From an optimization exercise on the open Yosys and OpenROAD flow, aimed at small area, a short achievable clock period and few clock cycles per item; shortcuts taken in it are not production practice. RTL that was checked went through simulation tests only; none was proved equivalent to the original. Power and IR drop assume default switching activity.

==> flow/design.v <==
module adler32(
    input clock,
    input rst_n,
    input size_valid,
    input [31:0] size,
    input data_start,
    input [7:0] data,
    output checksum_valid,
    output [31:0] checksum
);
    reg  [7:0]  d_q;       
    reg         ds_q;      
    reg         fa;        
    reg  [31:0] held;      
    reg         held_ok;   
    reg  [31:0] cnt;       
    reg         active;    
    reg         f2;        
    reg  [15:0] A, B;
    reg         vld;
    wire f1 = active & (cnt == 32'd1);    
    wire [15:0] a_in = fa ? 16'd0 : A;
    wire [8:0]  sl = a_in[7:0] + d_q + fa;
    wire [7:0]  ah1 = a_in[15:8] + 8'd1;
    wire        hff = &a_in[15:8];
    wire        hfe = (a_in[15:8] == 8'hFE);
    wire        lge = &sl[7:4] & |sl[3:0];                   
    wire        ga = sl[8] ? (hff | (hfe & lge)) : (hff & lge);   
    wire [7:0]  la = sl[7:0] + 8'd15;
    wire [15:0] a_nx = ga ? {8'd0, la} : {sl[8] ? ah1 : a_in[15:8], sl[7:0]};
    wire [16:0] xb = B + A;
    wire [16:0] yb = B + A + 17'd15;
    wire [15:0] b_nx = yb[16] ? yb[15:0] : xb[15:0];
    always @(posedge clock) begin
        d_q  <= f1 ? 8'd0 : data;
        ds_q <= data_start & rst_n;
        fa   <= ds_q;
        if (size_valid)
            held <= size;
        if (!rst_n) begin
            held_ok <= 1'b0;
            active  <= 1'b0;
            f2      <= 1'b0;
            vld     <= 1'b0;
        end else begin
            if (size_valid)
                held_ok <= 1'b1;
            if (ds_q)
                active <= held_ok;
            else if (f1)
                active <= 1'b0;
            f2  <= f1;
            vld <= f2;
        end
        cnt <= ds_q ? held : cnt - 32'd1;
        A <= a_nx;
        B <= fa ? 16'd0 : b_nx;
    end
    assign checksum_valid = vld;
    assign checksum = {B, A};
endmodule
export LEC_CHECK = 0
export ABC_CLOCK_PERIOD_IN_PS = 2500
export CAP_MARGIN = 20
export CORE_MARGIN = 2
export CORE_UTILIZATION = 40
export SETUP_SLACK_MARGIN = 4.8
export SLEW_MARGIN = 20
create_clock -name core_clock -period 7.5 [get_ports {clock}]
run.sh (not shown) runs the stock make flow with config.mk's settings and CLKGATE_MAP_FILE= SYNTH_SCRIPT=/design/flow/synth_recipe.tcl, a recipe that flattens the netlist after the stock synthesis.
Testbench counts at the start, summed over its fixed seeds: cycles 572,122, bytes 568,898.
==> next run, changes <==
==> flow/design.v (replaced) <==
module adler32(
    input clock,
    input rst_n,
    input size_valid,
    input [31:0] size,
    input data_start,
    input [7:0] data,
    output checksum_valid,
    output [31:0] checksum
);
    reg  [7:0]  d_q;       
    reg         ds_q;      
    reg         fa;        
    reg         fb;        
    reg  [31:0] held;      
    reg         held_ok;   
    reg  [31:0] cnt;       
    reg         active;    
    reg         f2;        
    reg  [15:0] A, B;
    reg         vld;
    wire f1 = active & (cnt == 32'd1);    
    wire [15:0] a_in = fa ? 16'd0 : A;
    wire [16:0] sa = a_in + d_q + fa;
    wire        ga = sa[16] | (&sa[15:4] & |sa[3:0]);    
    wire [7:0]  la = sa[7:0] + 8'd15;
    wire [15:0] b_in = fb ? 16'd0 : B;
    wire [16:0] xb = b_in + A;
    wire [16:0] yb = b_in + A + 17'd15;
    always @(posedge clock) begin
        d_q  <= f1 ? 8'd0 : data;
        ds_q <= data_start & rst_n;
        fa   <= ds_q;
        fb   <= fa;
        if (size_valid)
            held <= size;
        if (!rst_n) begin
            held_ok <= 1'b0;
            active  <= 1'b0;
            f2      <= 1'b0;
            vld     <= 1'b0;
        end else begin
            if (size_valid)
                held_ok <= 1'b1;
            if (ds_q)
                active <= held_ok;
            else if (f1)
                active <= 1'b0;
            f2  <= f1;
            vld <= f2;
        end
        cnt <= ds_q ? held : cnt - 32'd1;
        A <= ga ? {8'd0, la} : sa[15:0];
        B <= yb[16] ? yb[15:0] : xb[15:0];
    end
    assign checksum_valid = vld;
    assign checksum = {B, A};
endmodule
The new run passed the timing, DRC and antenna checks.
Sequential share of layout area goes down by 1.5 points.
Global-route usage went down by 1.5 points.
Total power rises slightly.
Setup slack gets better by 0.011 ns.
Area after synthesis is higher by a little under a tenth.
Design area climbs by a few percent.
Routed wire length grows by a few percent.
Clock skew went up by 0.0044 ns.
Register-to-register slack hardly moves.
For the second run of this note, only the layout was checked, not whether the RTL still works.


Starting RTL as in the previous note.
==> module adler32, before the edit <==
module adler32(
    input clock,
    input rst_n,
    input size_valid,
    input [31:0] size,
    input data_start,
    input [7:0] data,
    output checksum_valid,
    output [31:0] checksum
);
    reg  [7:0]  d_q;       
    reg         ds_q;      
    reg         fa;        
    reg  [31:0] held;      
    reg         held_ok;   
    reg  [31:0] cnt;       
    reg         active;    
    reg         f2;        
    reg  [15:0] A, B;
    reg         vld;
    wire f1 = active & (cnt == 32'd1);    
    wire [15:0] a_in = fa ? 16'd0 : A;
    wire [8:0]  sl = a_in[7:0] + d_q + fa;
    wire [7:0]  ah1 = a_in[15:8] + 8'd1;
    wire        hff = &a_in[15:8];
    wire        hfe = (a_in[15:8] == 8'hFE);
    wire        lge = &sl[7:4] & |sl[3:0];                   
    wire        ga = sl[8] ? (hff | (hfe & lge)) : (hff & lge);   
    wire [7:0]  la = sl[7:0] + 8'd15;
    wire [15:0] a_nx = ga ? {8'd0, la} : {sl[8] ? ah1 : a_in[15:8], sl[7:0]};
    wire [16:0] xb = B + A;
    wire [16:0] yb = B + A + 17'd15;
    wire [15:0] b_nx = yb[16] ? yb[15:0] : xb[15:0];
    always @(posedge clock) begin
        d_q  <= f1 ? 8'd0 : data;
        ds_q <= data_start & rst_n;
        fa   <= ds_q;
        if (size_valid)
            held <= size;
        if (!rst_n) begin
            held_ok <= 1'b0;
            active  <= 1'b0;
            f2      <= 1'b0;
            vld     <= 1'b0;
        end else begin
            if (size_valid)
                held_ok <= 1'b1;
            if (ds_q)
                active <= held_ok;
            else if (f1)
                active <= 1'b0;
            f2  <= f1;
            vld <= f2;
        end
        cnt <= ds_q ? held : cnt - 32'd1;
        A <= a_nx;
        B <= fa ? 16'd0 : b_nx;
    end
    assign checksum_valid = vld;
    assign checksum = {B, A};
endmodule
Settings: LEC_CHECK=0, ABC_AREA=1, CAP_MARGIN=20, CORE_MARGIN=2, CORE_UTILIZATION=40, SETUP_SLACK_MARGIN=4.8, SLEW_MARGIN=20; clock period 7.5 ns.
standard.sh (not shown) runs the stock make flow with config.mk's settings and CLKGATE_MAP_FILE= SYNTH_SCRIPT=/design/flow/synth_recipe.tcl, a recipe that flattens the netlist after the stock synthesis.
==> flow/flow/run.sh <==
#!/bin/bash
# Standard layout, with plain buffers on the ports.
export BUFFER_PORTS_ARGS="-buffer_cell sky130_fd_sc_hd__buf_2"
bash standard.sh > standard.log 2>&1
The first run completed with no timing, DRC or antenna violations.
Testbench counts at the start, summed over its fixed seeds: cycles 572,122, bytes 568,898.
Edit:
--- a/flow/design.v
+++ b/flow/design.v
@@ -22,11 +22,10 @@
     wire [15:0] a_in = fa ? 16'd0 : A;
     wire [8:0]  sl = a_in[7:0] + d_q + fa;
+    wire [9:0]  tl = a_in[7:0] + d_q + 10'd15;
     wire [7:0]  ah1 = a_in[15:8] + 8'd1;
     wire        hff = &a_in[15:8];
     wire        hfe = (a_in[15:8] == 8'hFE);
-    wire        lge = &sl[7:4] & |sl[3:0];                   
-    wire        ga = sl[8] ? (hff | (hfe & lge)) : (hff & lge);   
-    wire [7:0]  la = sl[7:0] + 8'd15;
-    wire [15:0] a_nx = ga ? {8'd0, la} : {sl[8] ? ah1 : a_in[15:8], sl[7:0]};
+    wire        ga = (hff & (tl[8] | tl[9])) | (hfe & tl[9]);   
+    wire [15:0] a_nx = ga ? {8'd0, tl[7:0]} : {sl[8] ? ah1 : a_in[15:8], sl[7:0]};
     wire [16:0] xb = B + A;
     wire [16:0] yb = B + A + 17'd15;
Outcome: Final area increases by 0.87%. Total power goes down by 2.0%. Sequential share of layout area drops by 0.34 points. Wire length rose by 0.31%. Die area increases by 1.3%. Core utilization fell by 0.81 points. Synthesized cell count increases by 1.2%. Hold slack loses 0.0035 ns.
Function not checked in the second run of this note: the RTL went through the layout flow alone.


adler32, a different RTL version from the one above (not shown whole).
Size: roughly 110 flip-flops, about 77 I/O pins.
==> module adler32, before the edit <==
module adler32(
    input clock,
    input rst_n,
    input size_valid,
    input [31:0] size,
    input data_start,
    input [7:0] data,
    output checksum_valid,
    output [31:0] checksum
);
    reg  [7:0]  d_q;       
    reg         ds_q;      
    reg         fa;        
    reg  [31:0] held;      
    reg         held_ok;   
    reg  [31:0] cnt;       
    reg         active;    
    reg         f2;        
    reg  [15:0] A, B;
    reg         vld;
    wire f1 = active & (cnt == 32'd1);    
    wire [15:0] a_in = fa ? 16'd0 : A;
    wire [8:0]  sl;
    pfx_add #(.W(8)) u_sl(.a(a_in[7:0]), .b(d_q), .ci(fa), .s(sl));
    wire [7:0]  ah1 = a_in[15:8] + 8'd1;
    wire        hff = &a_in[15:8];
    wire        hfe = (a_in[15:8] == 8'hFE);
    wire        lge = &sl[7:4] & |sl[3:0];                   
    wire        ga = sl[8] ? (hff | (hfe & lge)) : (hff & lge);   
    wire [7:0]  la = sl[7:0] + 8'd15;
    wire [15:0] a_nx = ga ? {8'd0, la} : {sl[8] ? ah1 : a_in[15:8], sl[7:0]};
    wire [16:0] xb;
    pfx_add #(.W(16)) u_xb(.a(B), .b(A), .ci(1'b0), .s(xb));
    wire        nz = |xb[3:0];
    wire        gb = xb[16] | (&xb[15:4] & nz);
    wire [15:0] yb = {xb[15:4] + {11'd0, nz}, xb[3:0] - 4'd1};
    wire [15:0] b_nx = gb ? yb : xb[15:0];
    always @(posedge clock) begin
        d_q  <= f1 ? 8'd0 : data;
        ds_q <= data_start & rst_n;
        fa   <= ds_q;
        if (size_valid)
            held <= size;
        if (!rst_n) begin
            held_ok <= 1'b0;
            active  <= 1'b0;
            f2      <= 1'b0;
            vld     <= 1'b0;
        end else begin
            if (size_valid)
                held_ok <= 1'b1;
            if (ds_q)
                active <= held_ok;
            else if (f1)
                active <= 1'b0;
            f2  <= f1;
            vld <= f2;
        end
        cnt <= ds_q ? held : cnt - 32'd1;
        A <= a_nx;
        B <= fa ? 16'd0 : b_nx;
    end
    assign checksum_valid = vld;
    assign checksum = {B, A};
endmodule
==> module pfx_add, before the edit <==
module pfx_add #(parameter W = 16) (
    input  [W-1:0] a,
    input  [W-1:0] b,
    input          ci,
    output [W:0]   s
);
    localparam L = $clog2(W + 1);
    wire [W:0] p0 = {a ^ b, 1'b0};
    wire [W:0] g [0:L];
    wire [W:0] p [0:L];
    assign g[0] = {a & b, ci};
    assign p[0] = p0;
    genvar l, i;
    generate
        for (l = 0; l < L; l = l + 1) begin : lv
            for (i = 0; i <= W; i = i + 1) begin : bt
                if ((i >> l) & 1) begin
                    assign g[l+1][i] = g[l][i] | (p[l][i] & g[l][((i >> l) << l) - 1]);
                    assign p[l+1][i] = p[l][i] & p[l][((i >> l) << l) - 1];
                end else begin
                    assign g[l+1][i] = g[l][i];
                    assign p[l+1][i] = p[l][i];
                end
            end
        end
    endgenerate
    assign s = {g[L][W], p0[W:1] ^ g[L][W-1:0]};
endmodule
export LEC_CHECK = 0
export ABC_AREA = 1
export CAP_MARGIN = 20
export CORE_MARGIN = 2
export CORE_UTILIZATION = 40
export CTS_BUF_LIST = sky130_fd_sc_hd__clkbuf_4 sky130_fd_sc_hd__clkbuf_8
export SETUP_SLACK_MARGIN = 4.8
export SLEW_MARGIN = 20
create_clock -name core_clock -period 7.5 [get_ports {clock}]
Scripts as last shown in full above: flow/flow/run.sh
Edit:
==> flow/design.v (replaced) <==
module adler32(
    input clock,
    input rst_n,
    input size_valid,
    input [31:0] size,
    input data_start,
    input [7:0] data,
    output checksum_valid,
    output [31:0] checksum
);
    reg  [7:0]  d_q;       
    reg         ds_q;      
    reg         fa;        
    reg  [31:0] held;      
    reg         held_ok;   
    reg  [31:0] cnt;       
    reg         active;    
    reg         f2;        
    reg  [15:0] A, B;
    reg         vld;
    wire f1 = active & (cnt == 32'd1);    
    wire [15:0] a_in = fa ? 16'd0 : A;
    wire [8:0]  sl = a_in[7:0] + d_q + fa;
    wire [7:0]  ah1 = a_in[15:8] + 8'd1;
    wire        hff = &a_in[15:8];
    wire        hfe = (a_in[15:8] == 8'hFE);
    wire        lge = &sl[7:4] & |sl[3:0];                   
    wire        ga = sl[8] ? (hff | (hfe & lge)) : (hff & lge);   
    wire [7:0]  la = sl[7:0] + 8'd15;
    wire [15:0] a_nx = ga ? {8'd0, la} : {sl[8] ? ah1 : a_in[15:8], sl[7:0]};
    wire [16:0] xb = B + A;
    wire        nz = |xb[3:0];
    wire        gb = xb[16] | (&xb[15:4] & nz);
    wire [15:0] yb = {xb[15:4] + {11'd0, nz}, xb[3:0] - 4'd1};
    wire [15:0] b_nx = gb ? yb : xb[15:0];
    always @(posedge clock) begin
        d_q  <= f1 ? 8'd0 : data;
        ds_q <= data_start & rst_n;
        fa   <= ds_q;
        if (size_valid)
            held <= size;
        if (!rst_n) begin
            held_ok <= 1'b0;
            active  <= 1'b0;
            f2      <= 1'b0;
            vld     <= 1'b0;
        end else begin
            if (size_valid)
                held_ok <= 1'b1;
            if (ds_q)
                active <= held_ok;
            else if (f1)
                active <= 1'b0;
            f2  <= f1;
            vld <= f2;
        end
        cnt <= ds_q ? held : cnt - 32'd1;
        A <= a_nx;
        B <= fa ? 16'd0 : b_nx;
    end
    assign checksum_valid = vld;
    assign checksum = {B, A};
endmodule
Effect:
- final area is lower by 1.3%
- routed wire length is higher by 3.8%
- via count is higher by 10%
- setup slack improved by 0.31 ns
- total power is lower by 2.4%
- synthesized cell count is higher by 15%
- utilization is lower by 2.9 points
- clock power is higher by 12%
- final cell count is higher by 11%
- hold slack got worse by 0.019 ns
Testbench counts after the change, summed over its fixed seeds: cycles 572,122, bytes 568,898.
No functional check of the RTL was part of the first run of this note.

separate check: timing with driven ports:
Ports are ideal in the flow. The routed layouts listed here were re-timed in OpenROAD.
Step 1, drivers: a clkbuf_16 drives clock and a buf_2 each remaining input, both assumed.
Step 2 times the ports against the registers' clock, not the clock port: input delays grow and output delays shrink by t, the midpoint of the rising clock arrivals with the driver on.
Slacks: ideal ports / drivers / drivers and shift; pairs: ideal ports / drivers.
run	t (ns)	setup WS [ns]	worst register clock-pin slew, ns	cell pins on the clock port's net
the first run of note 1	0.388	4.226 / 4.226 / 4.226	0.08 / 0.08	1
the second run of note 1	0.397	4.237 / 4.237 / 4.237	0.08 / 0.08	1
the first run of note 2	0.401	4.843 / 4.843 / 4.843	0.09 / 0.09	1
the second run of note 2	0.391	4.833 / 4.833 / 4.833	0.08 / 0.08	1
the first run of note 3	0.417	4.591 / 4.591 / 4.591	0.11 / 0.11	1
the second run of note 3	0.420	4.905 / 4.869 / 4.922	0.11 / 0.11	1
After both steps setup and hold are still met in every run listed.
